From an optimization exercise on the open Yosys and OpenROAD flow, aimed at small area; shortcuts taken in it are not production practice. RTL that was checked went through simulation tests only; none was proved equivalent to the original. For run 1, only the layout was checked, not whether the RTL still works.

==> design/flow/design.v <==
module sqrt_u32 (
    input  wire        clk,
    input  wire        rst_n,
    input  wire        valid_in,
    input  wire [31:0] data_i,
    output wire        valid_out,
    output wire [15:0] data_o
);
    reg [2:0] v;
    always @(posedge clk or negedge rst_n)
        if (!rst_n) v <= 3'd0;
        else v <= {v[1:0], valid_in};
    assign valid_out = v[2];
    wire [31:0] x0_d, x0;
    wire [1:0] r1_d, r1;
    wire [0:0] q1_d, q1;
    wire [29:0] x1_d, x1;
    wire [2:0] r2_d, r2;
    wire [1:0] q2_d, q2;
    wire [27:0] x2_d, x2;
    wire [3:0] r3_d, r3;
    wire [2:0] q3_d, q3;
    wire [25:0] x3_d, x3;
    wire [4:0] r4_d, r4;
    wire [3:0] q4_d, q4;
    wire [23:0] x4_d, x4;
    wire [5:0] r5_d, r5;
    wire [4:0] q5_d, q5;
    wire [21:0] x5_d, x5;
    wire [6:0] r6_d, r6;
    wire [5:0] q6_d, q6;
    wire [19:0] x6_d, x6;
    wire [7:0] r7_d, r7;
    wire [6:0] q7_d, q7;
    wire [17:0] x7_d, x7;
    wire [8:0] r8_d, r8;
    wire [7:0] q8_d, q8;
    wire [15:0] x8_d, x8;
    wire [9:0] r9_d, r9;
    wire [8:0] q9_d, q9;
    wire [13:0] x9_d, x9;
    wire [10:0] r10_d, r10;
    wire [9:0] q10_d, q10;
    wire [11:0] x10_d, x10;
    wire [11:0] r11_d, r11;
    wire [10:0] q11_d, q11;
    wire [9:0] x11_d, x11;
    wire [12:0] r12_d, r12;
    wire [11:0] q12_d, q12;
    wire [7:0] x12_d, x12;
    wire [13:0] r13_d, r13;
    wire [12:0] q13_d, q13;
    wire [5:0] x13_d, x13;
    wire [14:0] r14_d, r14;
    wire [13:0] q14_d, q14;
    wire [3:0] x14_d, x14;
    wire [14:0] q15_d, q15;
    wire [1:0] x15_d, x15;
    wire [15:0] q16_d, q16;
    assign x0_d = data_i;
    assign x0 = x0_d;
    assign r1 = r1_d;
    assign q1 = q1_d;
    assign x1 = x1_d;
    assign r2 = r2_d;
    assign q2 = q2_d;
    assign x2 = x2_d;
    assign r3 = r3_d;
    assign q3 = q3_d;
    assign x3 = x3_d;
    assign r4 = r4_d;
    assign q4 = q4_d;
    assign x4 = x4_d;
    assign r5 = r5_d;
    assign q5 = q5_d;
    assign x5 = x5_d;
    assign r6 = r6_d;
    assign q6 = q6_d;
    assign x6 = x6_d;
    reg  [7:0] r7_q;
    reg  [6:0] q7_q;
    reg  [17:0] x7_q;
    always @(posedge clk) begin
        r7_q <= r7_d;
        q7_q <= q7_d;
        x7_q <= x7_d;
    end
    assign r7 = r7_q;
    assign q7 = q7_q;
    assign x7 = x7_q;
    assign r8 = r8_d;
    assign q8 = q8_d;
    assign x8 = x8_d;
    assign r9 = r9_d;
    assign q9 = q9_d;
    assign x9 = x9_d;
    assign r10 = r10_d;
    assign q10 = q10_d;
    assign x10 = x10_d;
    assign r11 = r11_d;
    assign q11 = q11_d;
    assign x11 = x11_d;
    reg  [12:0] r12_q;
    reg  [11:0] q12_q;
    reg  [7:0] x12_q;
    always @(posedge clk) begin
        r12_q <= r12_d;
        q12_q <= q12_d;
        x12_q <= x12_d;
    end
    assign r12 = r12_q;
    assign q12 = q12_q;
    assign x12 = x12_q;
    assign r13 = r13_d;
    assign q13 = q13_d;
    assign x13 = x13_d;
    assign r14 = r14_d;
    assign q14 = q14_d;
    assign x14 = x14_d;
    assign q15 = q15_d;
    assign x15 = x15_d;
    reg  [15:0] q16_q;
    always @(posedge clk) begin
        q16_q <= q16_d;
    end
    assign q16 = q16_q;
    wire [1:0] t0 = x0[31:30];
    wire [2:0] d0 = {1'b0, t0} - 3'd1;
    wire ge0 = ~d0[2];
    assign r1_d = ge0 ? d0[1:0] : t0[1:0];
    assign x1_d = x0[29:0];
    assign q1_d = ge0;
    wire [3:0] t1 = {r1, x1[29:28]};
    wire [4:0] c1;
    wire [3:0] d1;
    wire [3:0] n1 = {1'b1, ~q1, 2'b10};
    assign c1[0] = 1'b1;
    assign d1[0] = t1[0] ^ n1[0] ^ c1[0];
    assign c1[1] = (t1[0] & n1[0]) | (t1[0] & c1[0]) | (n1[0] & c1[0]);
    assign d1[1] = t1[1] ^ n1[1] ^ c1[1];
    assign c1[2] = (t1[1] & n1[1]) | (t1[1] & c1[1]) | (n1[1] & c1[1]);
    assign d1[2] = t1[2] ^ n1[2] ^ c1[2];
    assign c1[3] = (t1[2] & n1[2]) | (t1[2] & c1[2]) | (n1[2] & c1[2]);
    assign d1[3] = t1[3] ^ n1[3] ^ c1[3];
    assign c1[4] = (t1[3] & n1[3]) | (t1[3] & c1[3]) | (n1[3] & c1[3]);
    wire ge1 = c1[4];
    assign r2_d = ge1 ? d1[2:0] : t1[2:0];
    assign x2_d = x1[27:0];
    assign q2_d = {q1, ge1};
    wire [4:0] t2 = {r2, x2[27:26]};
    wire [5:0] c2;
    wire [4:0] d2;
    wire [4:0] n2 = {1'b1, ~q2, 2'b10};
    assign c2[0] = 1'b1;
    assign d2[0] = t2[0] ^ n2[0] ^ c2[0];
    assign c2[1] = (t2[0] & n2[0]) | (t2[0] & c2[0]) | (n2[0] & c2[0]);
    assign d2[1] = t2[1] ^ n2[1] ^ c2[1];
    assign c2[2] = (t2[1] & n2[1]) | (t2[1] & c2[1]) | (n2[1] & c2[1]);
    assign d2[2] = t2[2] ^ n2[2] ^ c2[2];
    assign c2[3] = (t2[2] & n2[2]) | (t2[2] & c2[2]) | (n2[2] & c2[2]);
    assign d2[3] = t2[3] ^ n2[3] ^ c2[3];
    assign c2[4] = (t2[3] & n2[3]) | (t2[3] & c2[3]) | (n2[3] & c2[3]);
    assign d2[4] = t2[4] ^ n2[4] ^ c2[4];
    assign c2[5] = (t2[4] & n2[4]) | (t2[4] & c2[4]) | (n2[4] & c2[4]);
    wire ge2 = c2[5];
    assign r3_d = ge2 ? d2[3:0] : t2[3:0];
    assign x3_d = x2[25:0];
    assign q3_d = {q2, ge2};
    wire [5:0] t3 = {r3, x3[25:24]};
    wire [6:0] c3;
    wire [5:0] d3;
    wire [5:0] n3 = {1'b1, ~q3, 2'b10};
    assign c3[0] = 1'b1;
    assign d3[0] = t3[0] ^ n3[0] ^ c3[0];
    assign c3[1] = (t3[0] & n3[0]) | (t3[0] & c3[0]) | (n3[0] & c3[0]);
    assign d3[1] = t3[1] ^ n3[1] ^ c3[1];
    assign c3[2] = (t3[1] & n3[1]) | (t3[1] & c3[1]) | (n3[1] & c3[1]);
    assign d3[2] = t3[2] ^ n3[2] ^ c3[2];
    assign c3[3] = (t3[2] & n3[2]) | (t3[2] & c3[2]) | (n3[2] & c3[2]);
    assign d3[3] = t3[3] ^ n3[3] ^ c3[3];
    assign c3[4] = (t3[3] & n3[3]) | (t3[3] & c3[3]) | (n3[3] & c3[3]);
    assign d3[4] = t3[4] ^ n3[4] ^ c3[4];
    assign c3[5] = (t3[4] & n3[4]) | (t3[4] & c3[4]) | (n3[4] & c3[4]);
    assign d3[5] = t3[5] ^ n3[5] ^ c3[5];
    assign c3[6] = (t3[5] & n3[5]) | (t3[5] & c3[5]) | (n3[5] & c3[5]);
    wire ge3 = c3[6];
    assign r4_d = ge3 ? d3[4:0] : t3[4:0];
    assign x4_d = x3[23:0];
    assign q4_d = {q3, ge3};
    wire [6:0] t4 = {r4, x4[23:22]};
    wire [7:0] c4;
    wire [6:0] d4;
    wire [6:0] n4 = {1'b1, ~q4, 2'b10};
    assign c4[0] = 1'b1;
    assign d4[0] = t4[0] ^ n4[0] ^ c4[0];
    assign c4[1] = (t4[0] & n4[0]) | (t4[0] & c4[0]) | (n4[0] & c4[0]);
    assign d4[1] = t4[1] ^ n4[1] ^ c4[1];
    assign c4[2] = (t4[1] & n4[1]) | (t4[1] & c4[1]) | (n4[1] & c4[1]);
    assign d4[2] = t4[2] ^ n4[2] ^ c4[2];
    assign c4[3] = (t4[2] & n4[2]) | (t4[2] & c4[2]) | (n4[2] & c4[2]);
    assign d4[3] = t4[3] ^ n4[3] ^ c4[3];
    assign c4[4] = (t4[3] & n4[3]) | (t4[3] & c4[3]) | (n4[3] & c4[3]);
    assign d4[4] = t4[4] ^ n4[4] ^ c4[4];
    assign c4[5] = (t4[4] & n4[4]) | (t4[4] & c4[4]) | (n4[4] & c4[4]);
    assign d4[5] = t4[5] ^ n4[5] ^ c4[5];
    assign c4[6] = (t4[5] & n4[5]) | (t4[5] & c4[5]) | (n4[5] & c4[5]);
    assign d4[6] = t4[6] ^ n4[6] ^ c4[6];
    assign c4[7] = (t4[6] & n4[6]) | (t4[6] & c4[6]) | (n4[6] & c4[6]);
    wire ge4 = c4[7];
    assign r5_d = ge4 ? d4[5:0] : t4[5:0];
    assign x5_d = x4[21:0];
    assign q5_d = {q4, ge4};
    wire [7:0] t5 = {r5, x5[21:20]};
    wire [8:0] c5;
    wire [7:0] d5;
    wire [7:0] n5 = {1'b1, ~q5, 2'b10};
    assign c5[0] = 1'b1;
    assign d5[0] = t5[0] ^ n5[0] ^ c5[0];
    assign c5[1] = (t5[0] & n5[0]) | (t5[0] & c5[0]) | (n5[0] & c5[0]);
    assign d5[1] = t5[1] ^ n5[1] ^ c5[1];
    assign c5[2] = (t5[1] & n5[1]) | (t5[1] & c5[1]) | (n5[1] & c5[1]);
    assign d5[2] = t5[2] ^ n5[2] ^ c5[2];
    assign c5[3] = (t5[2] & n5[2]) | (t5[2] & c5[2]) | (n5[2] & c5[2]);
    assign d5[3] = t5[3] ^ n5[3] ^ c5[3];
    assign c5[4] = (t5[3] & n5[3]) | (t5[3] & c5[3]) | (n5[3] & c5[3]);
    assign d5[4] = t5[4] ^ n5[4] ^ c5[4];
    assign c5[5] = (t5[4] & n5[4]) | (t5[4] & c5[4]) | (n5[4] & c5[4]);
    assign d5[5] = t5[5] ^ n5[5] ^ c5[5];
    assign c5[6] = (t5[5] & n5[5]) | (t5[5] & c5[5]) | (n5[5] & c5[5]);
    assign d5[6] = t5[6] ^ n5[6] ^ c5[6];
    assign c5[7] = (t5[6] & n5[6]) | (t5[6] & c5[6]) | (n5[6] & c5[6]);
    assign d5[7] = t5[7] ^ n5[7] ^ c5[7];
    assign c5[8] = (t5[7] & n5[7]) | (t5[7] & c5[7]) | (n5[7] & c5[7]);
    wire ge5 = c5[8];
    assign r6_d = ge5 ? d5[6:0] : t5[6:0];
    assign x6_d = x5[19:0];
    assign q6_d = {q5, ge5};
    wire [8:0] t6 = {r6, x6[19:18]};
    wire [9:0] c6;
    wire [8:0] d6;
    wire [8:0] n6 = {1'b1, ~q6, 2'b10};
    assign c6[0] = 1'b1;
    assign d6[0] = t6[0] ^ n6[0] ^ c6[0];
    assign c6[1] = (t6[0] & n6[0]) | (t6[0] & c6[0]) | (n6[0] & c6[0]);
    assign d6[1] = t6[1] ^ n6[1] ^ c6[1];
    assign c6[2] = (t6[1] & n6[1]) | (t6[1] & c6[1]) | (n6[1] & c6[1]);
    assign d6[2] = t6[2] ^ n6[2] ^ c6[2];
    assign c6[3] = (t6[2] & n6[2]) | (t6[2] & c6[2]) | (n6[2] & c6[2]);
    assign d6[3] = t6[3] ^ n6[3] ^ c6[3];
    assign c6[4] = (t6[3] & n6[3]) | (t6[3] & c6[3]) | (n6[3] & c6[3]);
    assign d6[4] = t6[4] ^ n6[4] ^ c6[4];
    assign c6[5] = (t6[4] & n6[4]) | (t6[4] & c6[4]) | (n6[4] & c6[4]);
    assign d6[5] = t6[5] ^ n6[5] ^ c6[5];
    assign c6[6] = (t6[5] & n6[5]) | (t6[5] & c6[5]) | (n6[5] & c6[5]);
    assign d6[6] = t6[6] ^ n6[6] ^ c6[6];
    assign c6[7] = (t6[6] & n6[6]) | (t6[6] & c6[6]) | (n6[6] & c6[6]);
    assign d6[7] = t6[7] ^ n6[7] ^ c6[7];
    assign c6[8] = (t6[7] & n6[7]) | (t6[7] & c6[7]) | (n6[7] & c6[7]);
    assign d6[8] = t6[8] ^ n6[8] ^ c6[8];
    assign c6[9] = (t6[8] & n6[8]) | (t6[8] & c6[8]) | (n6[8] & c6[8]);
    wire ge6 = c6[9];
    assign r7_d = ge6 ? d6[7:0] : t6[7:0];
    assign x7_d = x6[17:0];
    assign q7_d = {q6, ge6};
    wire [9:0] t7 = {r7, x7[17:16]};
    wire [10:0] c7;
    wire [9:0] d7;
    wire [9:0] n7 = {1'b1, ~q7, 2'b10};
    assign c7[0] = 1'b1;
    assign d7[0] = t7[0] ^ n7[0] ^ c7[0];
    assign c7[1] = (t7[0] & n7[0]) | (t7[0] & c7[0]) | (n7[0] & c7[0]);
    assign d7[1] = t7[1] ^ n7[1] ^ c7[1];
    assign c7[2] = (t7[1] & n7[1]) | (t7[1] & c7[1]) | (n7[1] & c7[1]);
    assign d7[2] = t7[2] ^ n7[2] ^ c7[2];
    assign c7[3] = (t7[2] & n7[2]) | (t7[2] & c7[2]) | (n7[2] & c7[2]);
    assign d7[3] = t7[3] ^ n7[3] ^ c7[3];
    assign c7[4] = (t7[3] & n7[3]) | (t7[3] & c7[3]) | (n7[3] & c7[3]);
    assign d7[4] = t7[4] ^ n7[4] ^ c7[4];
    assign c7[5] = (t7[4] & n7[4]) | (t7[4] & c7[4]) | (n7[4] & c7[4]);
    assign d7[5] = t7[5] ^ n7[5] ^ c7[5];
    assign c7[6] = (t7[5] & n7[5]) | (t7[5] & c7[5]) | (n7[5] & c7[5]);
    assign d7[6] = t7[6] ^ n7[6] ^ c7[6];
    assign c7[7] = (t7[6] & n7[6]) | (t7[6] & c7[6]) | (n7[6] & c7[6]);
    assign d7[7] = t7[7] ^ n7[7] ^ c7[7];
    assign c7[8] = (t7[7] & n7[7]) | (t7[7] & c7[7]) | (n7[7] & c7[7]);
    assign d7[8] = t7[8] ^ n7[8] ^ c7[8];
    assign c7[9] = (t7[8] & n7[8]) | (t7[8] & c7[8]) | (n7[8] & c7[8]);
    assign d7[9] = t7[9] ^ n7[9] ^ c7[9];
    assign c7[10] = (t7[9] & n7[9]) | (t7[9] & c7[9]) | (n7[9] & c7[9]);
    wire ge7 = c7[10];
    assign r8_d = ge7 ? d7[8:0] : t7[8:0];
    assign x8_d = x7[15:0];
    assign q8_d = {q7, ge7};
    wire [10:0] t8 = {r8, x8[15:14]};
    wire [11:0] c8;
    wire [10:0] d8;
    wire [10:0] n8 = {1'b1, ~q8, 2'b10};
    assign c8[0] = 1'b1;
    assign d8[0] = t8[0] ^ n8[0] ^ c8[0];
    assign c8[1] = (t8[0] & n8[0]) | (t8[0] & c8[0]) | (n8[0] & c8[0]);
    assign d8[1] = t8[1] ^ n8[1] ^ c8[1];
    assign c8[2] = (t8[1] & n8[1]) | (t8[1] & c8[1]) | (n8[1] & c8[1]);
    assign d8[2] = t8[2] ^ n8[2] ^ c8[2];
    assign c8[3] = (t8[2] & n8[2]) | (t8[2] & c8[2]) | (n8[2] & c8[2]);
    assign d8[3] = t8[3] ^ n8[3] ^ c8[3];
    assign c8[4] = (t8[3] & n8[3]) | (t8[3] & c8[3]) | (n8[3] & c8[3]);
    assign d8[4] = t8[4] ^ n8[4] ^ c8[4];
    assign c8[5] = (t8[4] & n8[4]) | (t8[4] & c8[4]) | (n8[4] & c8[4]);
    assign d8[5] = t8[5] ^ n8[5] ^ c8[5];
    assign c8[6] = (t8[5] & n8[5]) | (t8[5] & c8[5]) | (n8[5] & c8[5]);
    assign d8[6] = t8[6] ^ n8[6] ^ c8[6];
    assign c8[7] = (t8[6] & n8[6]) | (t8[6] & c8[6]) | (n8[6] & c8[6]);
    assign d8[7] = t8[7] ^ n8[7] ^ c8[7];
    assign c8[8] = (t8[7] & n8[7]) | (t8[7] & c8[7]) | (n8[7] & c8[7]);
    assign d8[8] = t8[8] ^ n8[8] ^ c8[8];
    assign c8[9] = (t8[8] & n8[8]) | (t8[8] & c8[8]) | (n8[8] & c8[8]);
    assign d8[9] = t8[9] ^ n8[9] ^ c8[9];
    assign c8[10] = (t8[9] & n8[9]) | (t8[9] & c8[9]) | (n8[9] & c8[9]);
    assign d8[10] = t8[10] ^ n8[10] ^ c8[10];
    assign c8[11] = (t8[10] & n8[10]) | (t8[10] & c8[10]) | (n8[10] & c8[10]);
    wire ge8 = c8[11];
    assign r9_d = ge8 ? d8[9:0] : t8[9:0];
    assign x9_d = x8[13:0];
    assign q9_d = {q8, ge8};
    wire [11:0] t9 = {r9, x9[13:12]};
    wire [12:0] c9;
    wire [11:0] d9;
    wire [11:0] n9 = {1'b1, ~q9, 2'b10};
    assign c9[0] = 1'b1;
    assign d9[0] = t9[0] ^ n9[0] ^ c9[0];
    assign c9[1] = (t9[0] & n9[0]) | (t9[0] & c9[0]) | (n9[0] & c9[0]);
    assign d9[1] = t9[1] ^ n9[1] ^ c9[1];
    assign c9[2] = (t9[1] & n9[1]) | (t9[1] & c9[1]) | (n9[1] & c9[1]);
    assign d9[2] = t9[2] ^ n9[2] ^ c9[2];
    assign c9[3] = (t9[2] & n9[2]) | (t9[2] & c9[2]) | (n9[2] & c9[2]);
    assign d9[3] = t9[3] ^ n9[3] ^ c9[3];
    assign c9[4] = (t9[3] & n9[3]) | (t9[3] & c9[3]) | (n9[3] & c9[3]);
    assign d9[4] = t9[4] ^ n9[4] ^ c9[4];
    assign c9[5] = (t9[4] & n9[4]) | (t9[4] & c9[4]) | (n9[4] & c9[4]);
    assign d9[5] = t9[5] ^ n9[5] ^ c9[5];
    assign c9[6] = (t9[5] & n9[5]) | (t9[5] & c9[5]) | (n9[5] & c9[5]);
    assign d9[6] = t9[6] ^ n9[6] ^ c9[6];
    assign c9[7] = (t9[6] & n9[6]) | (t9[6] & c9[6]) | (n9[6] & c9[6]);
    assign d9[7] = t9[7] ^ n9[7] ^ c9[7];
    assign c9[8] = (t9[7] & n9[7]) | (t9[7] & c9[7]) | (n9[7] & c9[7]);
    assign d9[8] = t9[8] ^ n9[8] ^ c9[8];
    assign c9[9] = (t9[8] & n9[8]) | (t9[8] & c9[8]) | (n9[8] & c9[8]);
    assign d9[9] = t9[9] ^ n9[9] ^ c9[9];
    assign c9[10] = (t9[9] & n9[9]) | (t9[9] & c9[9]) | (n9[9] & c9[9]);
    assign d9[10] = t9[10] ^ n9[10] ^ c9[10];
    assign c9[11] = (t9[10] & n9[10]) | (t9[10] & c9[10]) | (n9[10] & c9[10]);
    assign d9[11] = t9[11] ^ n9[11] ^ c9[11];
    assign c9[12] = (t9[11] & n9[11]) | (t9[11] & c9[11]) | (n9[11] & c9[11]);
    wire ge9 = c9[12];
    assign r10_d = ge9 ? d9[10:0] : t9[10:0];
    assign x10_d = x9[11:0];
    assign q10_d = {q9, ge9};
    wire [12:0] t10 = {r10, x10[11:10]};
    wire [13:0] c10;
    wire [12:0] d10;
    wire [12:0] n10 = {1'b1, ~q10, 2'b10};
    assign c10[0] = 1'b1;
    assign d10[0] = t10[0] ^ n10[0] ^ c10[0];
    assign c10[1] = (t10[0] & n10[0]) | (t10[0] & c10[0]) | (n10[0] & c10[0]);
    assign d10[1] = t10[1] ^ n10[1] ^ c10[1];
    assign c10[2] = (t10[1] & n10[1]) | (t10[1] & c10[1]) | (n10[1] & c10[1]);
    assign d10[2] = t10[2] ^ n10[2] ^ c10[2];
    assign c10[3] = (t10[2] & n10[2]) | (t10[2] & c10[2]) | (n10[2] & c10[2]);
    assign d10[3] = t10[3] ^ n10[3] ^ c10[3];
    assign c10[4] = (t10[3] & n10[3]) | (t10[3] & c10[3]) | (n10[3] & c10[3]);
    assign d10[4] = t10[4] ^ n10[4] ^ c10[4];
    assign c10[5] = (t10[4] & n10[4]) | (t10[4] & c10[4]) | (n10[4] & c10[4]);
    assign d10[5] = t10[5] ^ n10[5] ^ c10[5];
    assign c10[6] = (t10[5] & n10[5]) | (t10[5] & c10[5]) | (n10[5] & c10[5]);
    assign d10[6] = t10[6] ^ n10[6] ^ c10[6];
    assign c10[7] = (t10[6] & n10[6]) | (t10[6] & c10[6]) | (n10[6] & c10[6]);
    assign d10[7] = t10[7] ^ n10[7] ^ c10[7];
    assign c10[8] = (t10[7] & n10[7]) | (t10[7] & c10[7]) | (n10[7] & c10[7]);
    assign d10[8] = t10[8] ^ n10[8] ^ c10[8];
    assign c10[9] = (t10[8] & n10[8]) | (t10[8] & c10[8]) | (n10[8] & c10[8]);
    assign d10[9] = t10[9] ^ n10[9] ^ c10[9];
    assign c10[10] = (t10[9] & n10[9]) | (t10[9] & c10[9]) | (n10[9] & c10[9]);
    assign d10[10] = t10[10] ^ n10[10] ^ c10[10];
    assign c10[11] = (t10[10] & n10[10]) | (t10[10] & c10[10]) | (n10[10] & c10[10]);
    assign d10[11] = t10[11] ^ n10[11] ^ c10[11];
    assign c10[12] = (t10[11] & n10[11]) | (t10[11] & c10[11]) | (n10[11] & c10[11]);
    assign d10[12] = t10[12] ^ n10[12] ^ c10[12];
    assign c10[13] = (t10[12] & n10[12]) | (t10[12] & c10[12]) | (n10[12] & c10[12]);
    wire ge10 = c10[13];
    assign r11_d = ge10 ? d10[11:0] : t10[11:0];
    assign x11_d = x10[9:0];
    assign q11_d = {q10, ge10};
    wire [13:0] t11 = {r11, x11[9:8]};
    wire [14:0] c11;
    wire [13:0] d11;
    wire [13:0] n11 = {1'b1, ~q11, 2'b10};
    assign c11[0] = 1'b1;
    assign d11[0] = t11[0] ^ n11[0] ^ c11[0];
    assign c11[1] = (t11[0] & n11[0]) | (t11[0] & c11[0]) | (n11[0] & c11[0]);
    assign d11[1] = t11[1] ^ n11[1] ^ c11[1];
    assign c11[2] = (t11[1] & n11[1]) | (t11[1] & c11[1]) | (n11[1] & c11[1]);
    assign d11[2] = t11[2] ^ n11[2] ^ c11[2];
    assign c11[3] = (t11[2] & n11[2]) | (t11[2] & c11[2]) | (n11[2] & c11[2]);
    assign d11[3] = t11[3] ^ n11[3] ^ c11[3];
    assign c11[4] = (t11[3] & n11[3]) | (t11[3] & c11[3]) | (n11[3] & c11[3]);
    assign d11[4] = t11[4] ^ n11[4] ^ c11[4];
    assign c11[5] = (t11[4] & n11[4]) | (t11[4] & c11[4]) | (n11[4] & c11[4]);
    assign d11[5] = t11[5] ^ n11[5] ^ c11[5];
    assign c11[6] = (t11[5] & n11[5]) | (t11[5] & c11[5]) | (n11[5] & c11[5]);
    assign d11[6] = t11[6] ^ n11[6] ^ c11[6];
    assign c11[7] = (t11[6] & n11[6]) | (t11[6] & c11[6]) | (n11[6] & c11[6]);
    assign d11[7] = t11[7] ^ n11[7] ^ c11[7];
    assign c11[8] = (t11[7] & n11[7]) | (t11[7] & c11[7]) | (n11[7] & c11[7]);
    assign d11[8] = t11[8] ^ n11[8] ^ c11[8];
    assign c11[9] = (t11[8] & n11[8]) | (t11[8] & c11[8]) | (n11[8] & c11[8]);
    assign d11[9] = t11[9] ^ n11[9] ^ c11[9];
    assign c11[10] = (t11[9] & n11[9]) | (t11[9] & c11[9]) | (n11[9] & c11[9]);
    assign d11[10] = t11[10] ^ n11[10] ^ c11[10];
    assign c11[11] = (t11[10] & n11[10]) | (t11[10] & c11[10]) | (n11[10] & c11[10]);
    assign d11[11] = t11[11] ^ n11[11] ^ c11[11];
    assign c11[12] = (t11[11] & n11[11]) | (t11[11] & c11[11]) | (n11[11] & c11[11]);
    assign d11[12] = t11[12] ^ n11[12] ^ c11[12];
    assign c11[13] = (t11[12] & n11[12]) | (t11[12] & c11[12]) | (n11[12] & c11[12]);
    assign d11[13] = t11[13] ^ n11[13] ^ c11[13];
    assign c11[14] = (t11[13] & n11[13]) | (t11[13] & c11[13]) | (n11[13] & c11[13]);
    wire ge11 = c11[14];
    assign r12_d = ge11 ? d11[12:0] : t11[12:0];
    assign x12_d = x11[7:0];
    assign q12_d = {q11, ge11};
    wire [14:0] t12 = {r12, x12[7:6]};
    wire [15:0] c12;
    wire [14:0] d12;
    wire [14:0] n12 = {1'b1, ~q12, 2'b10};
    assign c12[0] = 1'b1;
    assign d12[0] = t12[0] ^ n12[0] ^ c12[0];
    assign c12[1] = (t12[0] & n12[0]) | (t12[0] & c12[0]) | (n12[0] & c12[0]);
    assign d12[1] = t12[1] ^ n12[1] ^ c12[1];
    assign c12[2] = (t12[1] & n12[1]) | (t12[1] & c12[1]) | (n12[1] & c12[1]);
    assign d12[2] = t12[2] ^ n12[2] ^ c12[2];
    assign c12[3] = (t12[2] & n12[2]) | (t12[2] & c12[2]) | (n12[2] & c12[2]);
    assign d12[3] = t12[3] ^ n12[3] ^ c12[3];
    assign c12[4] = (t12[3] & n12[3]) | (t12[3] & c12[3]) | (n12[3] & c12[3]);
    assign d12[4] = t12[4] ^ n12[4] ^ c12[4];
    assign c12[5] = (t12[4] & n12[4]) | (t12[4] & c12[4]) | (n12[4] & c12[4]);
    assign d12[5] = t12[5] ^ n12[5] ^ c12[5];
    assign c12[6] = (t12[5] & n12[5]) | (t12[5] & c12[5]) | (n12[5] & c12[5]);
    assign d12[6] = t12[6] ^ n12[6] ^ c12[6];
    assign c12[7] = (t12[6] & n12[6]) | (t12[6] & c12[6]) | (n12[6] & c12[6]);
    assign d12[7] = t12[7] ^ n12[7] ^ c12[7];
    assign c12[8] = (t12[7] & n12[7]) | (t12[7] & c12[7]) | (n12[7] & c12[7]);
    assign d12[8] = t12[8] ^ n12[8] ^ c12[8];
    assign c12[9] = (t12[8] & n12[8]) | (t12[8] & c12[8]) | (n12[8] & c12[8]);
    assign d12[9] = t12[9] ^ n12[9] ^ c12[9];
    assign c12[10] = (t12[9] & n12[9]) | (t12[9] & c12[9]) | (n12[9] & c12[9]);
    assign d12[10] = t12[10] ^ n12[10] ^ c12[10];
    assign c12[11] = (t12[10] & n12[10]) | (t12[10] & c12[10]) | (n12[10] & c12[10]);
    assign d12[11] = t12[11] ^ n12[11] ^ c12[11];
    assign c12[12] = (t12[11] & n12[11]) | (t12[11] & c12[11]) | (n12[11] & c12[11]);
    assign d12[12] = t12[12] ^ n12[12] ^ c12[12];
    assign c12[13] = (t12[12] & n12[12]) | (t12[12] & c12[12]) | (n12[12] & c12[12]);
    assign d12[13] = t12[13] ^ n12[13] ^ c12[13];
    assign c12[14] = (t12[13] & n12[13]) | (t12[13] & c12[13]) | (n12[13] & c12[13]);
    assign d12[14] = t12[14] ^ n12[14] ^ c12[14];
    assign c12[15] = (t12[14] & n12[14]) | (t12[14] & c12[14]) | (n12[14] & c12[14]);
    wire ge12 = c12[15];
    assign r13_d = ge12 ? d12[13:0] : t12[13:0];
    assign x13_d = x12[5:0];
    assign q13_d = {q12, ge12};
    wire [15:0] t13 = {r13, x13[5:4]};
    wire [16:0] c13;
    wire [15:0] d13;
    wire [15:0] n13 = {1'b1, ~q13, 2'b10};
    assign c13[0] = 1'b1;
    assign d13[0] = t13[0] ^ n13[0] ^ c13[0];
    assign c13[1] = (t13[0] & n13[0]) | (t13[0] & c13[0]) | (n13[0] & c13[0]);
    assign d13[1] = t13[1] ^ n13[1] ^ c13[1];
    assign c13[2] = (t13[1] & n13[1]) | (t13[1] & c13[1]) | (n13[1] & c13[1]);
    assign d13[2] = t13[2] ^ n13[2] ^ c13[2];
    assign c13[3] = (t13[2] & n13[2]) | (t13[2] & c13[2]) | (n13[2] & c13[2]);
    assign d13[3] = t13[3] ^ n13[3] ^ c13[3];
    assign c13[4] = (t13[3] & n13[3]) | (t13[3] & c13[3]) | (n13[3] & c13[3]);
    assign d13[4] = t13[4] ^ n13[4] ^ c13[4];
    assign c13[5] = (t13[4] & n13[4]) | (t13[4] & c13[4]) | (n13[4] & c13[4]);
    assign d13[5] = t13[5] ^ n13[5] ^ c13[5];
    assign c13[6] = (t13[5] & n13[5]) | (t13[5] & c13[5]) | (n13[5] & c13[5]);
    assign d13[6] = t13[6] ^ n13[6] ^ c13[6];
    assign c13[7] = (t13[6] & n13[6]) | (t13[6] & c13[6]) | (n13[6] & c13[6]);
    assign d13[7] = t13[7] ^ n13[7] ^ c13[7];
    assign c13[8] = (t13[7] & n13[7]) | (t13[7] & c13[7]) | (n13[7] & c13[7]);
    assign d13[8] = t13[8] ^ n13[8] ^ c13[8];
    assign c13[9] = (t13[8] & n13[8]) | (t13[8] & c13[8]) | (n13[8] & c13[8]);
    assign d13[9] = t13[9] ^ n13[9] ^ c13[9];
    assign c13[10] = (t13[9] & n13[9]) | (t13[9] & c13[9]) | (n13[9] & c13[9]);
    assign d13[10] = t13[10] ^ n13[10] ^ c13[10];
    assign c13[11] = (t13[10] & n13[10]) | (t13[10] & c13[10]) | (n13[10] & c13[10]);
    assign d13[11] = t13[11] ^ n13[11] ^ c13[11];
    assign c13[12] = (t13[11] & n13[11]) | (t13[11] & c13[11]) | (n13[11] & c13[11]);
    assign d13[12] = t13[12] ^ n13[12] ^ c13[12];
    assign c13[13] = (t13[12] & n13[12]) | (t13[12] & c13[12]) | (n13[12] & c13[12]);
    assign d13[13] = t13[13] ^ n13[13] ^ c13[13];
    assign c13[14] = (t13[13] & n13[13]) | (t13[13] & c13[13]) | (n13[13] & c13[13]);
    assign d13[14] = t13[14] ^ n13[14] ^ c13[14];
    assign c13[15] = (t13[14] & n13[14]) | (t13[14] & c13[14]) | (n13[14] & c13[14]);
    assign d13[15] = t13[15] ^ n13[15] ^ c13[15];
    assign c13[16] = (t13[15] & n13[15]) | (t13[15] & c13[15]) | (n13[15] & c13[15]);
    wire ge13 = c13[16];
    assign r14_d = ge13 ? d13[14:0] : t13[14:0];
    assign x14_d = x13[3:0];
    assign q14_d = {q13, ge13};
    wire [16:0] t14 = {r14, x14[3:2]};
    wire [17:0] c14;
    wire [16:0] d14;
    wire [16:0] n14 = {1'b1, ~q14, 2'b10};
    assign c14[0] = 1'b1;
    assign d14[0] = t14[0] ^ n14[0] ^ c14[0];
    assign c14[1] = (t14[0] & n14[0]) | (t14[0] & c14[0]) | (n14[0] & c14[0]);
    assign d14[1] = t14[1] ^ n14[1] ^ c14[1];
    assign c14[2] = (t14[1] & n14[1]) | (t14[1] & c14[1]) | (n14[1] & c14[1]);
    assign d14[2] = t14[2] ^ n14[2] ^ c14[2];
    assign c14[3] = (t14[2] & n14[2]) | (t14[2] & c14[2]) | (n14[2] & c14[2]);
    assign d14[3] = t14[3] ^ n14[3] ^ c14[3];
    assign c14[4] = (t14[3] & n14[3]) | (t14[3] & c14[3]) | (n14[3] & c14[3]);
    assign d14[4] = t14[4] ^ n14[4] ^ c14[4];
    assign c14[5] = (t14[4] & n14[4]) | (t14[4] & c14[4]) | (n14[4] & c14[4]);
    assign d14[5] = t14[5] ^ n14[5] ^ c14[5];
    assign c14[6] = (t14[5] & n14[5]) | (t14[5] & c14[5]) | (n14[5] & c14[5]);
    assign d14[6] = t14[6] ^ n14[6] ^ c14[6];
    assign c14[7] = (t14[6] & n14[6]) | (t14[6] & c14[6]) | (n14[6] & c14[6]);
    assign d14[7] = t14[7] ^ n14[7] ^ c14[7];
    assign c14[8] = (t14[7] & n14[7]) | (t14[7] & c14[7]) | (n14[7] & c14[7]);
    assign d14[8] = t14[8] ^ n14[8] ^ c14[8];
    assign c14[9] = (t14[8] & n14[8]) | (t14[8] & c14[8]) | (n14[8] & c14[8]);
    assign d14[9] = t14[9] ^ n14[9] ^ c14[9];
    assign c14[10] = (t14[9] & n14[9]) | (t14[9] & c14[9]) | (n14[9] & c14[9]);
    assign d14[10] = t14[10] ^ n14[10] ^ c14[10];
    assign c14[11] = (t14[10] & n14[10]) | (t14[10] & c14[10]) | (n14[10] & c14[10]);
    assign d14[11] = t14[11] ^ n14[11] ^ c14[11];
    assign c14[12] = (t14[11] & n14[11]) | (t14[11] & c14[11]) | (n14[11] & c14[11]);
    assign d14[12] = t14[12] ^ n14[12] ^ c14[12];
    assign c14[13] = (t14[12] & n14[12]) | (t14[12] & c14[12]) | (n14[12] & c14[12]);
    assign d14[13] = t14[13] ^ n14[13] ^ c14[13];
    assign c14[14] = (t14[13] & n14[13]) | (t14[13] & c14[13]) | (n14[13] & c14[13]);
    assign d14[14] = t14[14] ^ n14[14] ^ c14[14];
    assign c14[15] = (t14[14] & n14[14]) | (t14[14] & c14[14]) | (n14[14] & c14[14]);
    assign d14[15] = t14[15] ^ n14[15] ^ c14[15];
    assign c14[16] = (t14[15] & n14[15]) | (t14[15] & c14[15]) | (n14[15] & c14[15]);
    assign d14[16] = t14[16] ^ n14[16] ^ c14[16];
    assign c14[17] = (t14[16] & n14[16]) | (t14[16] & c14[16]) | (n14[16] & c14[16]);
    wire ge14 = c14[17];
    assign q15_d = {q14, ge14};
    wire [17:0] a1_a = {d14[15:0], x14[1:0]};
    wire [17:0] a1_n = ~({1'b0, q14, 3'b101});
    wire [18:0] a1_c;
    assign a1_c[0] = 1'b1;
    assign a1_c[1] = (a1_a[0] & a1_n[0]) | (a1_a[0] & a1_c[0]) | (a1_n[0] & a1_c[0]);
    assign a1_c[2] = (a1_a[1] & a1_n[1]) | (a1_a[1] & a1_c[1]) | (a1_n[1] & a1_c[1]);
    assign a1_c[3] = (a1_a[2] & a1_n[2]) | (a1_a[2] & a1_c[2]) | (a1_n[2] & a1_c[2]);
    assign a1_c[4] = (a1_a[3] & a1_n[3]) | (a1_a[3] & a1_c[3]) | (a1_n[3] & a1_c[3]);
    assign a1_c[5] = (a1_a[4] & a1_n[4]) | (a1_a[4] & a1_c[4]) | (a1_n[4] & a1_c[4]);
    assign a1_c[6] = (a1_a[5] & a1_n[5]) | (a1_a[5] & a1_c[5]) | (a1_n[5] & a1_c[5]);
    assign a1_c[7] = (a1_a[6] & a1_n[6]) | (a1_a[6] & a1_c[6]) | (a1_n[6] & a1_c[6]);
    assign a1_c[8] = (a1_a[7] & a1_n[7]) | (a1_a[7] & a1_c[7]) | (a1_n[7] & a1_c[7]);
    assign a1_c[9] = (a1_a[8] & a1_n[8]) | (a1_a[8] & a1_c[8]) | (a1_n[8] & a1_c[8]);
    assign a1_c[10] = (a1_a[9] & a1_n[9]) | (a1_a[9] & a1_c[9]) | (a1_n[9] & a1_c[9]);
    assign a1_c[11] = (a1_a[10] & a1_n[10]) | (a1_a[10] & a1_c[10]) | (a1_n[10] & a1_c[10]);
    assign a1_c[12] = (a1_a[11] & a1_n[11]) | (a1_a[11] & a1_c[11]) | (a1_n[11] & a1_c[11]);
    assign a1_c[13] = (a1_a[12] & a1_n[12]) | (a1_a[12] & a1_c[12]) | (a1_n[12] & a1_c[12]);
    assign a1_c[14] = (a1_a[13] & a1_n[13]) | (a1_a[13] & a1_c[13]) | (a1_n[13] & a1_c[13]);
    assign a1_c[15] = (a1_a[14] & a1_n[14]) | (a1_a[14] & a1_c[14]) | (a1_n[14] & a1_c[14]);
    assign a1_c[16] = (a1_a[15] & a1_n[15]) | (a1_a[15] & a1_c[15]) | (a1_n[15] & a1_c[15]);
    assign a1_c[17] = (a1_a[16] & a1_n[16]) | (a1_a[16] & a1_c[16]) | (a1_n[16] & a1_c[16]);
    assign a1_c[18] = (a1_a[17] & a1_n[17]) | (a1_a[17] & a1_c[17]) | (a1_n[17] & a1_c[17]);
    wire a1 = a1_c[18];
    wire [17:0] a0_a = {t14[15:0], x14[1:0]};
    wire [17:0] a0_n = ~({1'b0, q14, 3'b001});
    wire [18:0] a0_c;
    assign a0_c[0] = 1'b1;
    assign a0_c[1] = (a0_a[0] & a0_n[0]) | (a0_a[0] & a0_c[0]) | (a0_n[0] & a0_c[0]);
    assign a0_c[2] = (a0_a[1] & a0_n[1]) | (a0_a[1] & a0_c[1]) | (a0_n[1] & a0_c[1]);
    assign a0_c[3] = (a0_a[2] & a0_n[2]) | (a0_a[2] & a0_c[2]) | (a0_n[2] & a0_c[2]);
    assign a0_c[4] = (a0_a[3] & a0_n[3]) | (a0_a[3] & a0_c[3]) | (a0_n[3] & a0_c[3]);
    assign a0_c[5] = (a0_a[4] & a0_n[4]) | (a0_a[4] & a0_c[4]) | (a0_n[4] & a0_c[4]);
    assign a0_c[6] = (a0_a[5] & a0_n[5]) | (a0_a[5] & a0_c[5]) | (a0_n[5] & a0_c[5]);
    assign a0_c[7] = (a0_a[6] & a0_n[6]) | (a0_a[6] & a0_c[6]) | (a0_n[6] & a0_c[6]);
    assign a0_c[8] = (a0_a[7] & a0_n[7]) | (a0_a[7] & a0_c[7]) | (a0_n[7] & a0_c[7]);
    assign a0_c[9] = (a0_a[8] & a0_n[8]) | (a0_a[8] & a0_c[8]) | (a0_n[8] & a0_c[8]);
    assign a0_c[10] = (a0_a[9] & a0_n[9]) | (a0_a[9] & a0_c[9]) | (a0_n[9] & a0_c[9]);
    assign a0_c[11] = (a0_a[10] & a0_n[10]) | (a0_a[10] & a0_c[10]) | (a0_n[10] & a0_c[10]);
    assign a0_c[12] = (a0_a[11] & a0_n[11]) | (a0_a[11] & a0_c[11]) | (a0_n[11] & a0_c[11]);
    assign a0_c[13] = (a0_a[12] & a0_n[12]) | (a0_a[12] & a0_c[12]) | (a0_n[12] & a0_c[12]);
    assign a0_c[14] = (a0_a[13] & a0_n[13]) | (a0_a[13] & a0_c[13]) | (a0_n[13] & a0_c[13]);
    assign a0_c[15] = (a0_a[14] & a0_n[14]) | (a0_a[14] & a0_c[14]) | (a0_n[14] & a0_c[14]);
    assign a0_c[16] = (a0_a[15] & a0_n[15]) | (a0_a[15] & a0_c[15]) | (a0_n[15] & a0_c[15]);
    assign a0_c[17] = (a0_a[16] & a0_n[16]) | (a0_a[16] & a0_c[16]) | (a0_n[16] & a0_c[16]);
    assign a0_c[18] = (a0_a[17] & a0_n[17]) | (a0_a[17] & a0_c[17]) | (a0_n[17] & a0_c[17]);
    wire a0 = a0_c[18];
    wire ge15 = ge14 ? a1 : a0;
    assign q16_d = {q15, ge15};
    assign data_o = q16;
endmodule
==> design/flow/flow/run.sh <==
#!/bin/bash
# Standard layout (standard.sh) with its own logic mapping:
# - synthesis skips Yosys's full-adder extraction (ADDER_MAP_FILE empty), so ABC maps the
#   carry chains itself;
# - ABC runs flow/area.abc instead of ORFS's script. Everything else in synthesis (registers,
#   flattening, renaming) is the standard synthesis script, patched only at the abc call.
export BUFFER_PORTS_ARGS="-buffer_cell sky130_fd_sc_hd__buf_1"
set -euo pipefail
here=$(pwd)
sed 's|^\(\s*\)log_cmd abc {\*}$abc_args|\1log_cmd abc {*}[lreplace $abc_args 1 1 $::env(MY_ABC_SCRIPT)]|' \
  "$FLOW_HOME/scripts/synth.tcl" > "$here/synth_abc.tcl"
grep -q 'MY_ABC_SCRIPT' "$here/synth_abc.tcl"
sed "s|\$::env(SCRIPTS_DIR)/synth.tcl|$here/synth_abc.tcl|" synth_recipe.tcl > "$here/synth_recipe_abc.tcl"
grep -q synth_abc.tcl "$here/synth_recipe_abc.tcl"
sed "s|SYNTH_SCRIPT=[^ ]*|SYNTH_SCRIPT=$here/synth_recipe_abc.tcl|" standard.sh > "$here/standard_abc.sh"
export ADDER_MAP_FILE=
export MY_ABC_SCRIPT="$here/flow/area.abc"
bash "$here/standard_abc.sh" > standard.log 2>&1
==> design/flow/flow/area.abc <==
strash
dc2
dch -f
map -a
topo
stime -c
buffer -c
upsize -c
dnsize -c
==> design/flow/standard.sh <==
#!/bin/bash
# synth_recipe.tcl (not shown) runs the flow's synth.tcl, then flattens the netlist and writes it again
# the make line also repeats each setting of config.mk as NAME=value (left out here)
make -C /OpenROAD-flow-scripts/flow DESIGN_CONFIG=/design/flow/config.mk WORK_HOME=/design/flow/orfs CLKGATE_MAP_FILE= SYNTH_SCRIPT=/design/flow/synth_recipe.tcl "${@:-finish}"
==> design/flow/config.mk <==
export PLATFORM = sky130hd
export DESIGN_NAME = sqrt_u32
export DESIGN_NICKNAME = sqrt_u32
export VERILOG_FILES = /design/flow/design.v
export SDC_FILE = /design/flow/constraint.sdc
export NUM_CORES = 4
export LEC_CHECK = 0
export ABC_AREA = 1
export CAP_MARGIN = 5
export CORE_MARGIN = 2
export CORE_UTILIZATION = 55
export CTS_CLUSTER_DIAMETER = 100
export CTS_CLUSTER_SIZE = 40
export PLACE_DENSITY = 0.65
export SLEW_MARGIN = 5
==> design/flow/constraint.sdc <==
create_clock -name core_clock -period 9.0 [get_ports {clk}]
set_input_delay 1.8000 -clock core_clock [delete_from_list [all_inputs] [get_ports {clk}]]
set_output_delay 1.8000 -clock core_clock [all_outputs]
set_load 0.01 [all_outputs]
==> results by group, run 1 <==
Drt
  • Detailed Route WL: 14.84 mm
  • Number of nets with antenna violations after routing: 0
  • Total number of vias: 6483
  • Number of search-and-repair iterations in the first detailed-routing pass: 4
  • DRC: 0
  • Via-per-instance ratio: 4.874
  • DR WL/cell: 11.16 um
  • Iter 0 DRT Violations: 285

Worst setup path
  • Sort of element at the start of the critical path: register
  • CP arrival: 9.24 ns
  • End of the worst register-to-register path: r12_q[1]
  • Sort of element at the end of the critical path: register
  • Maximum cell stage delay along the critical path: 0.37 ns
  • Endpoint required time on the critical path: 9.23 ns
  • Launch point of the worst reg-to-reg path: q7_q[0]
  • Critical path start-end classification: reg2reg
  • Critical-path cell with the highest stage delay: sky130_fd_sc_hd__dfxtp_4
  • Cell type with the highest occurrence count on the critical path: sky130_fd_sc_hd__nand2_2
  • Gate family responsible for the most delay along the worst path: simple AND/OR/NAND/NOR gates
  • Critical-path maximum fanout: 8
  • Critical path buffer and inverter count: 8
  • Cells on worst reg2reg path: 96
  • Number of cells on the critical path: 96
  • Slack of the worst reg-to-reg path: -0.002 ns

Outcome
  • Layout Check Failures: negative setup slack
  • Status: failed layout checks

Floorplan
  • Core outline area: 12010 um2
  • Initial core utilization: 56.11%
  • Vert. Die Dim: 114.7 um
  • Floorplan die area: 13160 um2
  • I/O pin count: 52
  • Row count: 40
  • Die span in x: 114.7 um

Clocking
  • Clock latency at the later pin of the worst-skew pair: 0.35 ns
  • TritonCTS clock tree: built
  • CTS hold repair buffers: 0
  • Clock Root Buffer: sky130_fd_sc_hd__clkbuf_16
  • Clock net sink count: 85
  • Clock transition at path regs: 0.06 ns
  • Total CTS buffers: 9
  • Clock H-tree levels: 3
  • Maximum clock insertion buffer count: 2

Timing
  • Count of endpoints failing hold in the final timing report: 0
  • Final worst path period need: 9.002 ns
  • Maximum clock skew at final layout: 0.007208 ns
  • Minimum hold slack: 0.3244 ns
  • Number of max-slew violations in the final report: 0
  • Slew at the pin with the worst max-slew slack: 0.5190 ns
  • Post-route setup TNS: -0.003460 ns
  • Max-slew headroom at the worst pin: 65.40%
  • Final setup violation count: 2
  • Final period utilization: 100.0%
  • Final worst setup slack: -0.002097 ns
  • Setup repair after global routing missed its margin: yes
  • Timing-limited maximum frequency: 0.1111 GHz

Synth
  • Top cells by area, synth: sky130_fd_sc_hd__dfxtp_1, sky130_fd_sc_hd__nand2_1, sky130_fd_sc_hd__xor2_1, sky130_fd_sc_hd__inv_1, sky130_fd_sc_hd__nor2_1
  • Post-synthesis cell area: 6740 um2
  • Leading area contributor after synthesis: sky130_fd_sc_hd__dfxtp_1
  • Top-area cell type share of the netlist area: 24.35%
  • Count of state elements after synthesis: 85
  • Number of distinct library cells after synthesis: 55
  • Mean Syn Cell Area: 6.347 um2
  • Synth Warn #: 1
  • Mapped Cells: 1062
  • Sequential element share of the synthesized area: 25.47%
  • Syn Nets: 1097

Cells and area
  • Most frequent cells in the layout: sky130_fd_sc_hd__nand2_1, sky130_fd_sc_hd__inv_1, sky130_fd_sc_hd__nor2_1
  • Number of inserted diodes: 0
  • Proportion of layout cells with a drive suffix above 1: 21.05%
  • Final net count: 1213
  • Area delta synth->final: 20.09%
  • Most common cell after layout, fill and taps aside: sky130_fd_sc_hd__nand2_1
  • Filler-free cell count of the finished design: 1330

Global routing
  • First-pass GRT wire length: 24.32 mm
  • Sum of overflow across all layers after global routing: 0
  • Pin count of the biggest net entering global routing: 31
  • Vias in the first global route: 5552
  • Initial antenna violation count: 0
  • Global-route usage over all layers: 22.81%

Run
  • Count of maximum capacitance violations: 0

Place
  • IO Port Bufs: 51
  • Weighted congestion at the end of routability-driven global placement: 0.8371
  • DP HPWL: 11.28 mm
  • Number of placed instances with taps included: 1266

Worst hold path
  • Capture endpoint of the worst hold path: x12_q[6]
  • Type of the tightest min-delay check: reg2reg
  • Worst hold stages: 0
  • HP Start: x7_q[6]
==> worst max-delay path by stage <==
stage / start / end / slack (ns)
3_5_place_dp: q7_q[0] / r12_q[6] / -0.04
2_1_floorplan: q7_q[0] / r12_q[2] / 0.97
6_report: q7_q[0] / r12_q[1] / -0.002
3_3_place_gp: q7_q[0] / r12_q[6] / 0.02
5_1_grt: r7_q[0] / r12_q[2] / -0.84
4_1_cts: q7_q[1] / r12_q[2] / 0.01
==> metal layers <==
metal	up-vias	global-route usage [%]	routed length, um
met5	-	0	0
met4	0	4.418	97
met3	8	5.082	397
met2	63	40.43	7495
met1	2835	28.61	6852
li1	3577	-	-
==> timing repair <==
| item | CTS | global route |
|---|---|---|
| setup endpoints to repair | 6 | 22 |
| setup buffers | 2 | 46 |
| pin swaps | 0 | 47 |
| gates resized for setup | 2 | 85 |
==> state kept, by name, summed over array words and instances (netlist names) <==
name   flops
x7_q      18
q16_q     16
r12_q     13
q12_q     12
r7_q       8
x12_q      8
q7_q       7
v          3
==> layout make-up <==
type	count	area, um2
Fill cell	1126	3918
Clock buffer	12	246.5
Sequential cell	85	1728
Timing Repair Buffer	118	718.2
Inverter	119	475.5
Clock inverter	4	31.28
Tap cell	147	183.9
Multi-Input combinational cell	845	4711
==> cell usage after synthesis, drive strengths merged <==
| master | instances |
|---|---|
| nand2 | 375 |
| inv | 117 |
| nor2 | 113 |
| o21ai | 90 |
| dfxtp | 82 |
| xor2 | 59 |
| a21oi | 53 |
| xnor2 | 45 |
| or2 | 40 |
| nand3 | 12 |
| nor3 | 9 |
| o221ai | 9 |
| clkbuf | 8 |
| o21bai | 7 |
| buf | 5 |
| o22ai | 5 |
| a21boi | 3 |
| a22oi | 3 |
| a31oi | 3 |
| dfrtp | 3 |
| maj3 | 3 |
| o211ai | 3 |
| a211oi | 2 |
| a21o | 2 |
| clkinv | 2 |
| o21a | 2 |
| o31ai | 2 |
| a221oi | 1 |
| a311oi | 1 |
| nor3b | 1 |
| or3 | 1 |
| or3b | 1 |
==> stage by stage <==
step,util (%),instance area [um2],setup WS [ns]
after floorplan,-,6740,0.9725
after global placement,59.73,7174,0.02428
after detailed placement,59.73,7174,-0.03872
after CTS,62.24,7476,0.01184
after global routing,67.39,8094,-0.8362
final,67.39,8094,-0.002097
==> cells by family (layout without fill, tap and decap cells) <==
group | count (synthesis) | in the layout | synth area share (%)
simple gates | 552 | 552 | 35.60
buf+inv | 132 | 253 | 8.168
xor+xnor | 104 | 104 | 13.51
flops | 85 | 85 | 25.47
fa+ha+maj | 3 | 3 | 0.4641
compound gates | 186 | 186 | 16.78
==> run 2, diff against run 1 <==
--- a/design/flow/design.v
+++ b/design/flow/design.v
@@ -6,11 +6,11 @@
     output wire        valid_out,
     output wire [15:0] data_o
 );
-    reg [2:0] v;
+    reg [1:0] v;
     always @(posedge clk or negedge rst_n)
-        if (!rst_n) v <= 3'd0;
-        else v <= {v[1:0], valid_in};
-    assign valid_out = v[2];
+        if (!rst_n) v <= 2'd0;
+        else v <= {v[0], valid_in};
+    assign valid_out = v[1];
     wire [31:0] x0_d, x0;
     wire [1:0] r1_d, r1;
     wire [0:0] q1_d, q1;
@@ -77,20 +77,20 @@
     assign r6 = r6_d;
     assign q6 = q6_d;
     assign x6 = x6_d;
-    reg  [7:0] r7_q;
-    reg  [6:0] q7_q;
-    reg  [17:0] x7_q;
+    assign r7 = r7_d;
+    assign q7 = q7_d;
+    assign x7 = x7_d;
+    reg  [8:0] r8_q;
+    reg  [7:0] q8_q;
+    reg  [15:0] x8_q;
     always @(posedge clk) begin
-        r7_q <= r7_d;
-        q7_q <= q7_d;
-        x7_q <= x7_d;
+        r8_q <= r8_d;
+        q8_q <= q8_d;
+        x8_q <= x8_d;
     end
-    assign r7 = r7_q;
-    assign q7 = q7_q;
-    assign x7 = x7_q;
-    assign r8 = r8_d;
-    assign q8 = q8_d;
-    assign x8 = x8_d;
+    assign r8 = r8_q;
+    assign q8 = q8_q;
+    assign x8 = x8_q;
     assign r9 = r9_d;
     assign q9 = q9_d;
     assign x9 = x9_d;
@@ -119,11 +119,7 @@
     assign x14 = x14_d;
     assign q15 = q15_d;
     assign x15 = x15_d;
-    reg  [15:0] q16_q;
-    always @(posedge clk) begin
-        q16_q <= q16_d;
-    end
-    assign q16 = q16_q;
+    assign q16 = q16_d;
     wire [1:0] t0 = x0[31:30];
     wire [2:0] d0 = {1'b0, t0} - 3'd1;
     wire ge0 = ~d0[2];
==> design/flow/config.mk (replaced) <==
export PLATFORM = sky130hd
export DESIGN_NAME = sqrt_u32
export DESIGN_NICKNAME = sqrt_u32
export VERILOG_FILES = /design/flow/design.v
export SDC_FILE = /design/flow/constraint.sdc
export NUM_CORES = 4
export LEC_CHECK = 0
export ABC_AREA = 1
export CAP_MARGIN = 20
export CORE_MARGIN = 2
export CORE_UTILIZATION = 55
export PLACE_DENSITY = 0.65
export SLEW_MARGIN = 20
==> results by group, run 2 <==
Outcome
  • Status: failed layout checks
  • Layout Check Failures: negative setup slack

Global routing
  • Pin count of the biggest net entering global routing: 22 (-29%)
  • Vias in the first global route: 6376 (+15%)
  • Global-route usage over all layers: 25.03% (+2.2 points)
  • First-pass GRT wire length: 26.93 mm (+11%)
  • Sum of overflow across all layers after global routing: 0 (unchanged)
  • Initial antenna violation count: 0 (unchanged)

Synth
  • Sequential element share of the synthesized area: 20.51% (-5.0 points)
  • Count of flip-flops with a built-in enable after synthesis: 0 (unchanged)
  • Post-synthesis cell area: 6685 um2 (-0.82%)
  • Number of distinct library cells after synthesis: 54 (-1.8%)
  • Commonest cells in the netlist: sky130_fd_sc_hd__nand2_1, sky130_fd_sc_hd__inv_1, sky130_fd_sc_hd__nor2_1
  • Count of state elements after synthesis: 68 (-20%)
  • Most frequently used cell type in the post-synthesis netlist: sky130_fd_sc_hd__nand2_1
  • Syn Nets: 1093 (-0.36%)
  • Top-area cell type share of the netlist area: 19.76% (-4.6 points)
  • Dominant register cell in the synthesized netlist: sky130_fd_sc_hd__dfxtp_1
  • Post-synth ARST share: 2.941% (-0.59 points)
  • Mapped Cells: 1058 (-0.38%)
  • Leading area contributor after synthesis: sky130_fd_sc_hd__dfxtp_1
  • Synth Warn #: 1 (unchanged)
  • Top cells by area, synth: sky130_fd_sc_hd__dfxtp_1, sky130_fd_sc_hd__nand2_1, sky130_fd_sc_hd__xor2_1, sky130_fd_sc_hd__nand2_2, sky130_fd_sc_hd__inv_1
  • Mean Syn Cell Area: 6.319 um2 (-0.44%)

Timing
  • Final worst path period need: 9.142 ns (+0.1398 ns)
  • Final period utilization: 101.6% (+1.6 points)
  • Max-slew headroom at the worst pin: 61.63% (-3.8 points)
  • Slew at the pin with the worst max-slew slack: 0.5695 ns (+0.05045 ns)
  • Minimum hold slack: 0.3209 ns (-0.003494 ns)
  • Setup repair after global routing missed its margin: yes
  • Maximum clock skew at final layout: 0.008223 ns (+0.001014 ns)
  • Count of endpoints failing hold in the final timing report: 0 (unchanged)
  • Timing-limited maximum frequency: 0.1094 GHz (-1.5%)
  • Number of max-slew violations in the final report: 0 (unchanged)
  • Post-route setup TNS: -0.1419 ns (-0.1384 ns)
  • Final worst setup slack: -0.1419 ns (-0.1398 ns)
  • Final setup violation count: 1 (-1)

Cells and area
  • Flip-flop count of the largest register, all copies and words added: 16 (-2)
  • Most common cell after layout, fill and taps aside: sky130_fd_sc_hd__nand2_1
  • Largest registers: x8_q (16), r12_q (13), q12_q (12)
  • Most flop-heavy register: x8_q
  • Most frequent cells in the layout: sky130_fd_sc_hd__nand2_1, sky130_fd_sc_hd__buf_4, sky130_fd_sc_hd__inv_1
  • Number of inserted diodes: 0 (unchanged)
  • Fin area: 8277 um2 (+2.3%)
  • Final net count: 1247 (+2.8%)
  • Proportion of layout cells with a drive suffix above 1: 30.48% (+9.4 points)
  • Area delta synth->final: 23.81%

Place
  • DP Area: 7005 um2 (-2.4%)
  • IO Port Bufs: 51 (unchanged)
  • Minimum setup slack after placement: -0.1939 ns (-0.1552 ns)
  • DP HPWL: 11.39 mm (+0.90%)
  • Weighted congestion at the end of routability-driven global placement: 0.8399 (+0.33%)

Floorplan
  • Initial core utilization: 55.89% (-0.23 points)
  • Floorplan die area: 13050 um2 (-0.78%)
  • I/O pin count: 52 (unchanged)
  • Die span in x: 114.3 um (-0.39%)
  • Row count: 40 (unchanged)
  • Vert. Die Dim: 114.3 um (-0.39%)
  • Core outline area: 11960 um2 (-0.42%)

Drt
  • Number of nets with antenna violations after routing: 0 (unchanged)
  • Iter 0 DRT Violations: 271 (-4.9%)
  • Via-per-instance ratio: 5.000 (+2.6%)
  • Detailed Route WL: 16.25 mm (+9.5%)
  • Number of search-and-repair iterations in the first detailed-routing pass: 4 (unchanged)
  • DR WL/cell: 11.91 um (+6.7%)
  • DRC: 0 (unchanged)
  • Total number of vias: 6820 (+5.2%)

Worst setup path
  • Critical path start-end classification: reg2out
  • Sort of element at the start of the critical path: register
  • Critical-path maximum fanout: 4 (-4)
  • Cell type with the highest occurrence count on the critical path: sky130_fd_sc_hd__nand2_2
  • Critical-path cell with the highest stage delay: sky130_fd_sc_hd__dfxtp_4
  • Endpoint required time on the critical path: 7.20 ns (-2.03 ns)
  • Sort of element at the end of the critical path: output pin
  • Maximum cell stage delay along the critical path: 0.36 ns (about the same)
  • CP arrival: 7.34 ns (-1.90 ns)

Clocking
  • Clock Root Buffer: sky130_fd_sc_hd__clkbuf_16
  • TritonCTS clock tree: built
  • CTS hold repair buffers: 0 (unchanged)
  • Total CTS buffers: 9 (unchanged)
  • Clock net sink count: 68 (-20%)
  • Clock H-tree levels: 3 (unchanged)
  • Clock latency at the later pin of the worst-skew pair: 0.34 ns (about the same)
  • Maximum clock insertion buffer count: 2 (unchanged)
  • Clock transition at path regs: 0.06 ns (about the same)

Worst hold path
  • Type of the tightest min-delay check: reg2reg

Run
  • Count of maximum capacitance violations: 0 (unchanged)
==> run 2: cell types whose count changed after synthesis, moves of 7 or more <==
cell and delta:
sky130_fd_sc_hd__nand2_1 -30, sky130_fd_sc_hd__nor2_1 -19, sky130_fd_sc_hd__a21oi_1 +8, sky130_fd_sc_hd__inv_2 +7
sky130_fd_sc_hd__nor2_2 +8, sky130_fd_sc_hd__dfxtp_1 -16, sky130_fd_sc_hd__buf_4 +15, sky130_fd_sc_hd__o21ai_2 +9
sky130_fd_sc_hd__o21ai_0 -28, sky130_fd_sc_hd__o21ai_1 +9, sky130_fd_sc_hd__or2_2 -11, sky130_fd_sc_hd__nand2_2 +43
==> run 2: final cells by class <==
class	count	area [um2]
Tap cell	147	183.9
Timing Repair Buffer	171	1100
Clock buffer	9	225.2
Inverter	126	496.7
Fill cell	1063	3685
Sequential cell	68	1384
Clock inverter	7	81.33
Multi-Input combinational cell	836	4806
==> run 2: kinds of logic (layout without fill, tap and decap cells) <==
group	count (synthesis)	in the layout	share of synthesized area [%]
compound gates	182	182	16.90
buf+inv	154	313	10.80
xor+xnor	105	105	13.87
flops	68	68	20.51
fa+ha+maj	2	2	0.2995
simple gates	543	543	37.02
mux	4	4	0.5989
==> run 2: per-stage QoR <==
stage               std cells  util (%)
floorplan                1058         -
global placement         1252     58.57
detailed placement       1252     58.57
CTS                      1348     66.82
global route             1364     69.19
finish                   1364     69.19
==> run 2: timing repair <==
action / 4_1_cts / 5_1_grt
gates cloned: 0 / 0
buffers inserted: 80 / 17
pin swaps: 32 / 48
setup endpoints to repair: 2 / 12
gates resized for setup: 24 / 54
==> run 2: final timing paths <==
check | startpoint | to | slack, ns | depth (start not counted)
min in group asynchronous | rst_n | v[1] | 1.24 | 1
setup reg to reg | q8_q[1] | r12_q[9] | 1.09 | 76
hold / removal | x8_q[6] | x12_q[6] | 0.32 | 0
max in group asynchronous | rst_n | v[0] | 7.64 | 1
hold reg to reg | x8_q[6] | x12_q[6] | 0.32 | 0
setup / recovery | q12_q[0] | data_o[0] | -0.14 | 75
==> run 2: critical path, delay by kind of cell, from the launching register on <==
kind | cells | cell delay, ns
simple gates | 44 | 3.05
buf+inv | 22 | 2.51
xor+xnor | 3 | 0.52
compound gates | 5 | 0.45
flops | 1 | 0.36
mux | 1 | 0.09
==> run 2: per-layer routing <==
metal / track usage [%] / wire, um
met1: 28.46 / 7050
met2: 47.06 / 8381
met3: 3.229 / 364
met4: 10.00 / 450
met5: 0 / 0

[port drivers added, routing unchanged]
The flow's constraints put no driver on any port. The routed layouts listed below were extracted and timed again, unchanged, in two steps. Step 1 sets driving cells, clkbuf_16 on the clock port and buf_2 on the other inputs (assumed; they add their load-dependent delay and slew). Step 2 also shifts input and output timing later by t, the mid clock arrival at the registers, as if the neighbouring blocks saw the same clock. Slacks: ideal / step 1 / step 2; pairs: ideal / step 1.
run | t, ns | setup WS [ns] | worst setup path at the end
run 1 | 0.389 | -0.002 / -0.002 / -0.002 | register to register
run 2 | 0.371 | -0.142 / -0.179 / 0.192 | register to output
